From an optimization exercise on the open Yosys and OpenROAD flow, aimed at small area; shortcuts taken in it are not production practice. Where RTL was checked, it was by simulation tests only, not by an equivalence proof against the original. The clock port is modelled as an ideal driver; clocking choices that lean on that would not hold on a real chip.

==> module cmpy_0, before the edit <==
module cmpy_0 (
  input         aclk,
  input  [9:0]  phase,
  input  [31:0] s_axis_b_tdata,      
  output signed [31:0] re_o,
  output signed [31:0] im_o
);
reg [41:0] s1, s2, s3;
wire [1:0]  quad = s3[9:8];
wire [7:0]  idx  = s3[7:0];
wire [29:0] tp;
nco_sin_rom rom (.addr(idx[7] ? ~idx[6:0] : idx[6:0]), .data(tp));
wire        swp = idx[7] ^ quad[0];
always @(posedge aclk) begin
  s1  <= {s_axis_b_tdata, phase};
  s2  <= s1;
  s3  <= s2;
end
wire [14:0] cm3 = swp ? tp[14:0] : tp[29:15];    
wire [14:0] sm3 = swp ? tp[29:15] : tp[14:0];    
wire        nc3 = quad[1] ^ quad[0];             
wire        ns3 = quad[1];                       
cmpy_mix mix (.clk(aclk), .cm(cm3), .sm(sm3), .nc(nc3), .ns(ns3),
              .br(s3[25:10]), .bi(s3[41:26]), .re(re_o), .im(im_o));
endmodule
Settings: LEC_CHECK=0, ABC_AREA=1, CAP_MARGIN=20, CORE_MARGIN=2, CORE_UTILIZATION=55, SLEW_MARGIN=20; clock period 10.0 ns.
standard.sh (not shown) runs the stock make flow with config.mk's settings and CLKGATE_MAP_FILE= SYNTH_SCRIPT=/design/flow/synth_recipe.tcl, a recipe that flattens the netlist after the stock synthesis.
==> flow/flow/run.sh <==
#!/bin/bash
# Own flow: the standard ORFS layout (standard.sh) with these changes.
#  1. Synthesis runs synth_recipe.tcl with one more option on yosys synth,
#     -noabc, which drops the quick ABC pass inside synth's fine stage, so that
#     extract_fa sees the design's adder trees as written; and the final ABC
#     mapping uses flow/abc_area.script (area-oriented mapping with &nf)
#     in place of ORFS's abc_area.script. Everything else (-nofsm -noshare,
#     the ORFS synthesis script, dfflibmap, flattening and renaming) is
#     unchanged, so the registers are those of the standard synthesis.
#  2. Clock-tree synthesis uses larger sink clusters, no dummy loads and no
#     non-default routing rule on the clock nets.
#  3. Every input and output port still gets its buffer (buffer_ports), of the
#     smallest buffer cell; the resizer sizes it up where timing needs it.
set -euo pipefail
W=$PWD
sed 's/yosys synth -nofsm -noshare {\*}\$args/yosys synth -nofsm -noshare -noabc {*}$args/' synth_recipe.tcl > synth_own.tmp
grep -q -- '-noabc' synth_own.tmp
{
  head -n 1 synth_own.tmp
  cat <<EOF
proc abc {args} {
  set i [lsearch \$args -script]
  if {\$i >= 0} { lset args [expr {\$i + 1}] $W/flow/abc_area.script }
  yosys abc {*}\$args
}
EOF
  tail -n +2 synth_own.tmp
} > synth_own.tcl
sed "s#SYNTH_SCRIPT=[^ ]*#SYNTH_SCRIPT=$W/synth_own.tcl#" standard.sh > standard_own.sh
grep -q 'synth_own.tcl' standard_own.sh
export CTS_ARGS="-sink_clustering_enable -repair_clock_nets -dont_use_dummy_load -apply_ndr none -sink_clustering_size 30 -sink_clustering_max_diameter 100"
export BUFFER_PORTS_ARGS="-buffer_cell sky130_fd_sc_hd__buf_1"
bash standard_own.sh > standard.log 2>&1
==> flow/flow/abc_area.script <==
strash
&get -n
&fraig -x
&put
scorr
dc2
strash
&get -n
&dch -f
&nf -R 1000
&put
topo
stime -c
Rerun with:
--- a/flow/design.v
+++ b/flow/design.v
@@ -174,23 +174,26 @@
   output signed [31:0] re_o,
   output signed [31:0] im_o
 );
-reg [41:0] s1, s2, s3;
-wire [1:0]  quad = s3[9:8];
-wire [7:0]  idx  = s3[7:0];
+reg [41:0] s1, s2;
+reg [31:0] s3;
+reg [14:0] cm3, sm3;
+reg        nc3, ns3;
+wire [1:0]  quad = s2[9:8];
+wire [7:0]  idx  = s2[7:0];
 wire [29:0] tp;
 nco_sin_rom rom (.addr(idx[7] ? ~idx[6:0] : idx[6:0]), .data(tp));
 wire        swp = idx[7] ^ quad[0];
 always @(posedge aclk) begin
   s1  <= {s_axis_b_tdata, phase};
   s2  <= s1;
-  s3  <= s2;
+  s3  <= s2[41:10];
+  cm3 <= swp ? tp[14:0] : tp[29:15];    
+  sm3 <= swp ? tp[29:15] : tp[14:0];    
+  nc3 <= quad[1] ^ quad[0];             
+  ns3 <= quad[1];                       
 end
-wire [14:0] cm3 = swp ? tp[14:0] : tp[29:15];    
-wire [14:0] sm3 = swp ? tp[29:15] : tp[14:0];    
-wire        nc3 = quad[1] ^ quad[0];             
-wire        ns3 = quad[1];                       
 cmpy_mix mix (.clk(aclk), .cm(cm3), .sm(sm3), .nc(nc3), .ns(ns3),
-              .br(s3[25:10]), .bi(s3[41:26]), .re(re_o), .im(im_o));
+              .br(s3[15:0]), .bi(s3[31:16]), .re(re_o), .im(im_o));
 endmodule
 module cmpy_mix(input clk, input [14:0] cm, input [14:0] sm, input nc, input ns, input signed [15:0] br, bi, output reg signed [31:0] re, im);
 wire br_one0 = br[0] ^ 1'b0;
Result: The new run completed without violations; fmax went up by a few percent; synthesized area went up slightly; routed wire length went down slightly; final cell count went down by a few percent; final area went down by a few percent; worst setup slack improves by 410 ps.
Function not checked in the first run of this note: the RTL went through the layout flow alone.

* * *

before:
Another version of the RTL of polar_costas (not shown whole).
Size in the first run: ~100,000 um^2 of cells after synthesis.
==> module loop_filter, before the edit <==
module loop_filter (
  input               rst_n,
  input               clk,
  input signed [31:0] pd,
  input               pd_valid,
  output reg signed [37:0] sum
);
reg [2047:0] dl;
reg [6:0]    cnt;
wire         full = cnt[6];
wire signed [31:0] old = (full & pd_valid) ? dl[2047:2016] : 32'd0;
wire [37:0] sum_n;
sum_add sum_adder (.a(sum), .p(pd), .o(old), .s(sum_n));
always @(posedge clk)
  if (pd_valid) dl <= {dl[2015:0], pd};
always @(posedge clk or negedge rst_n)
  if (!rst_n) begin
    cnt <= 7'd0;
    sum <= 38'd0;
  end
  else begin
    if (pd_valid & ~full) cnt <= cnt + 7'd1;
    sum <= sum_n;
  end
endmodule
==> module polar_costas, before the edit <==
module polar_costas (
  input aclk,
  input aresetn,
  input signed [15:0] s_axis_i_tdata,
  input               s_axis_i_tvalid,
  output              s_axis_i_tready,
  input signed [15:0] s_axis_q_tdata,
  input               s_axis_q_tvalid,
  output              s_axis_q_tready,
  output signed [15:0] m_axis_i_sync_tdata,
  output               m_axis_i_sync_tvalid,
  input                m_axis_i_sync_tready,
  output signed [15:0] m_axis_q_sync_tdata,
  output               m_axis_q_sync_tvalid,
  input                m_axis_q_sync_tready
);
reg signed [38:0] pacc;
wire [9:0] phase;
wire       nco_valid;
nco nco (
  .aclk(aclk),
  .aresetn(aresetn),
  .s_axis_phase_tvalid(s_axis_i_tvalid),
  .pacc(pacc),
  .phase(phase),
  .m_axis_data_tvalid(nco_valid)
);
reg v1, v2, v3, v4, pd_valid;
wire both = nco_valid & s_axis_i_tvalid & s_axis_q_tvalid;
always @(posedge aclk or negedge aresetn)
  if (!aresetn) begin
    v1 <= 1'b0; v2 <= 1'b0; v3 <= 1'b0; v4 <= 1'b0; pd_valid <= 1'b0;
  end
  else begin
    v1 <= both; v2 <= v1; v3 <= v2; v4 <= v3; pd_valid <= v4;
  end
wire signed [31:0] re, im;
cmpy_0 cmpy (
  .aclk(aclk),
  .phase(phase),
  .s_axis_b_tdata({s_axis_q_tdata, s_axis_i_tdata}),
  .re_o(re),
  .im_o(im)
);
assign m_axis_i_sync_tdata = {re[31], re[31:17]};
assign m_axis_q_sync_tdata = {im[31], im[31:17]};
assign m_axis_i_sync_tvalid = v4;
assign m_axis_q_sync_tvalid = v4;
wire        pr = re[31];
wire        pm = im[31];
wire [31:0] pd;
pd_add pd_adder (.x(im ^ {32{pr}}), .y(re ^ {32{~pm}}), .c0(pr), .c1(~pm), .s(pd));
wire [31:0] pd_in = pd & {32{v4}};
wire signed [37:0] sum;
loop_filter lp (
  .rst_n(aresetn),
  .clk(aclk),
  .pd(pd_in),
  .pd_valid(v4),
  .sum(sum)
);
reg signed [23:0] k_d;
wire [38:0] pacc_n;
pacc_add pacc_adder (.a(pacc), .k(k_d), .s(pacc_n));
always @(posedge aclk or negedge aresetn)
  if (!aresetn) begin
    k_d  <= 24'd0;
    pacc <= 39'h1;
  end
  else begin
    k_d  <= pd_valid ? sum[37:14] : 24'd0;
    pacc <= pacc_n;
  end
assign s_axis_i_tready = 1'b1;
assign s_axis_q_tready = 1'b1;
endmodule
Settings: LEC_CHECK=0, ABC_AREA=1, CAP_MARGIN=20, CORE_MARGIN=2, CORE_UTILIZATION=55, SLEW_MARGIN=20; clock period 10.0 ns.
Scripts as last shown in full above: flow/flow/run.sh, flow/flow/abc_area.script
## Diff of input files: after against before
diff --git a/flow/design.v b/flow/design.v
--- a/flow/design.v
+++ b/flow/design.v
@@ -3301,10 +3301,11 @@
 reg [2047:0] dl;
 reg [6:0]    cnt;
 wire         full = cnt[6];
 wire signed [31:0] old = (full & pd_valid) ? dl[2047:2016] : 32'd0;
+wire signed [31:0] pd_m = pd_valid ? pd : 32'd0;
 wire [37:0] sum_n;
-sum_add sum_adder (.a(sum), .p(pd), .o(old), .s(sum_n));
+sum_add sum_adder (.a(sum), .p(pd_m), .o(old), .s(sum_n));
 always @(posedge clk)
   if (pd_valid) dl <= {dl[2015:0], pd};
 always @(posedge clk or negedge rst_n)
   if (!rst_n) begin
@@ -3367,14 +3368,13 @@
 wire        pr = re[31];
 wire        pm = im[31];
 wire [31:0] pd;
 pd_add pd_adder (.x(im ^ {32{pr}}), .y(re ^ {32{~pm}}), .c0(pr), .c1(~pm), .s(pd));
-wire [31:0] pd_in = pd & {32{v4}};
 wire signed [37:0] sum;
 loop_filter lp (
   .rst_n(aresetn),
   .clk(aclk),
-  .pd(pd_in),
+  .pd(pd),
   .pd_valid(v4),
   .sum(sum)
 );
 reg signed [23:0] k_d;
[summary]
Diff before -> after | TritonCTS buffer count | decrease of 1
Distinct cell type count of the synthesized netlist was lower in the run labelled after.
Between before and after, the highest cell delay on the worst timing path is lower for before.
On post-route standard cell area excluding fillers, after tracks before almost exactly.
NOTE number of stages on the worst setup path before->after decreased by a few percent

* * *

Another version of the RTL of polar_costas (not shown whole).
Size in the first run: ~8600 cells after synthesis, ~74 I/O pins, roughly 110000 µm² of cells after synthesis.
export LEC_CHECK = 0
export ABC_AREA = 1
export CAP_MARGIN = 20
export CORE_MARGIN = 2
export CORE_UTILIZATION = 40
export SLEW_MARGIN = 20
create_clock -name core_clock -period 10.0 [get_ports {aclk}]
run.sh (not shown) runs the stock make flow with config.mk's settings and CLKGATE_MAP_FILE= SYNTH_SCRIPT=/design/flow/synth_recipe.tcl, a recipe that flattens the netlist after the stock synthesis.
Stock flow here: none of the scripts above is used.
Edit:
--- a/flow/design.v
+++ b/flow/design.v
@@ -170,34 +170,29 @@
   input         aclk,
   input  [9:0]  phase,
   input  [31:0] s_axis_b_tdata,      
   output signed [31:0] re_o,
   output signed [31:0] im_o
 );
-reg [41:0] s1, s2;
-reg [31:0] s3;
-reg [14:0] cm3, sm3;
-reg        nc3, ns3;
-wire [1:0]  quad = s2[9:8];
-wire [7:0]  idx  = s2[7:0];
-wire [29:0] tp;
-nco_sin_rom rom (.addr(idx[7] ? ~idx[6:0] : idx[6:0]), .data(tp));
-wire        swp = idx[7] ^ quad[0];
+reg [41:0] s1, s2, s3;
 always @(posedge aclk) begin
-  s1  <= {s_axis_b_tdata, phase};
-  s2  <= s1;
-  s3  <= s2[41:10];
-  cm3 <= swp ? tp[14:0] : tp[29:15];    
-  sm3 <= swp ? tp[29:15] : tp[14:0];    
-  nc3 <= quad[1] ^ quad[0];             
-  ns3 <= quad[1];                       
+  s1 <= {s_axis_b_tdata, phase};
+  s2 <= s1;
+  s3 <= s2;
 end
-cmpy_mix mix (.clk(aclk), .cm(cm3), .sm(sm3), .nc(nc3), .ns(ns3),
-              .br(s3[15:0]), .bi(s3[31:16]), .re(re_o), .im(im_o));
+cmpy_mix mix (.clk(aclk), .ph(s3[9:0]), .br(s3[25:10]), .bi(s3[41:26]), .re(re_o), .im(im_o));
 endmodule
-module cmpy_mix(input clk, input [14:0] cm, input [14:0] sm, input nc, input ns, input signed [15:0] br, bi, output reg signed [31:0] re, im);
+module cmpy_mix(input clk, input [9:0] ph, input signed [15:0] br, bi, output reg signed [31:0] re, im);
+wire [1:0] quad = ph[9:8]; wire [7:0] idx = ph[7:0];
+wire [29:0] tp;
+nco_sin_rom rom (.addr(idx[7] ? ~idx[6:0] : idx[6:0]), .data(tp));
+wire swp = idx[7] ^ quad[0];
+wire [14:0] cm = swp ? tp[14:0] : tp[29:15];    
+wire [14:0] sm = swp ? tp[29:15] : tp[14:0];    
+wire nc = quad[1] ^ quad[0];                      
+wire ns = quad[1];                                
 wire cm_one0 = cm[0] ^ 1'b0;
 wire cm_two0 = (cm[1] & ~cm[0] & ~1'b0) | (~cm[1] & cm[0] & 1'b0);
 wire cm_neg0 = cm[1];
 wire cm_one1 = cm[2] ^ cm[1];
 wire cm_two1 = (cm[3] & ~cm[2] & ~cm[1]) | (~cm[3] & cm[2] & cm[1]);
 wire cm_neg1 = cm[3];
Outcome: The changed run produced a clean layout; sequential share of layout area goes down by 2.7 points; die area goes up by 0.40%; synthesized area goes up by 0.41%; global-route usage goes up by 2.2 points; final area goes up by 4.4%; first-iteration DRC count goes up by 14%; final cell count goes up by 8.6%; wire length goes up by 11%; setup slack is worse by 2.3 ns; clock-buffer cell count goes up by 25.

afterwards: timing with drivers on the ports:
How much do the figures lean on ideal ports? The routed layouts below were timed once more, with nothing changed but the port constraints. Step 1 sets driving cells, clkbuf_16 on the clock port and buf_2 on the other inputs (assumed; they add their load-dependent delay and slew). Step 2 also shifts input and output timing later by t, the mid clock arrival at the registers, as if the neighbouring blocks saw the same clock. Three values: no drivers, after step 1, after step 2; two values: the first two.
| run | t (ns) | setup WS [ns] | pins driven straight from the clock port |
|---|---|---|---|
| the first run of note 1 | 0.828 | 0.605 / 0.605 / 0.605 | 1 |
| the second run of note 1 | 0.832 | 1.010 / 1.010 / 1.010 | 1 |
| before | 0.825 | 0.851 / 0.851 / 0.851 | 1 |
| after | 0.803 | 1.222 / 1.222 / 1.222 | 1 |
| the first run of note 3 | 0.963 | 2.764 / 2.764 / 2.764 | 1 |
| the second run of note 3 | 0.943 | 0.493 / 0.493 / 0.493 | 1 |
After both steps setup and hold are still met in every run listed.
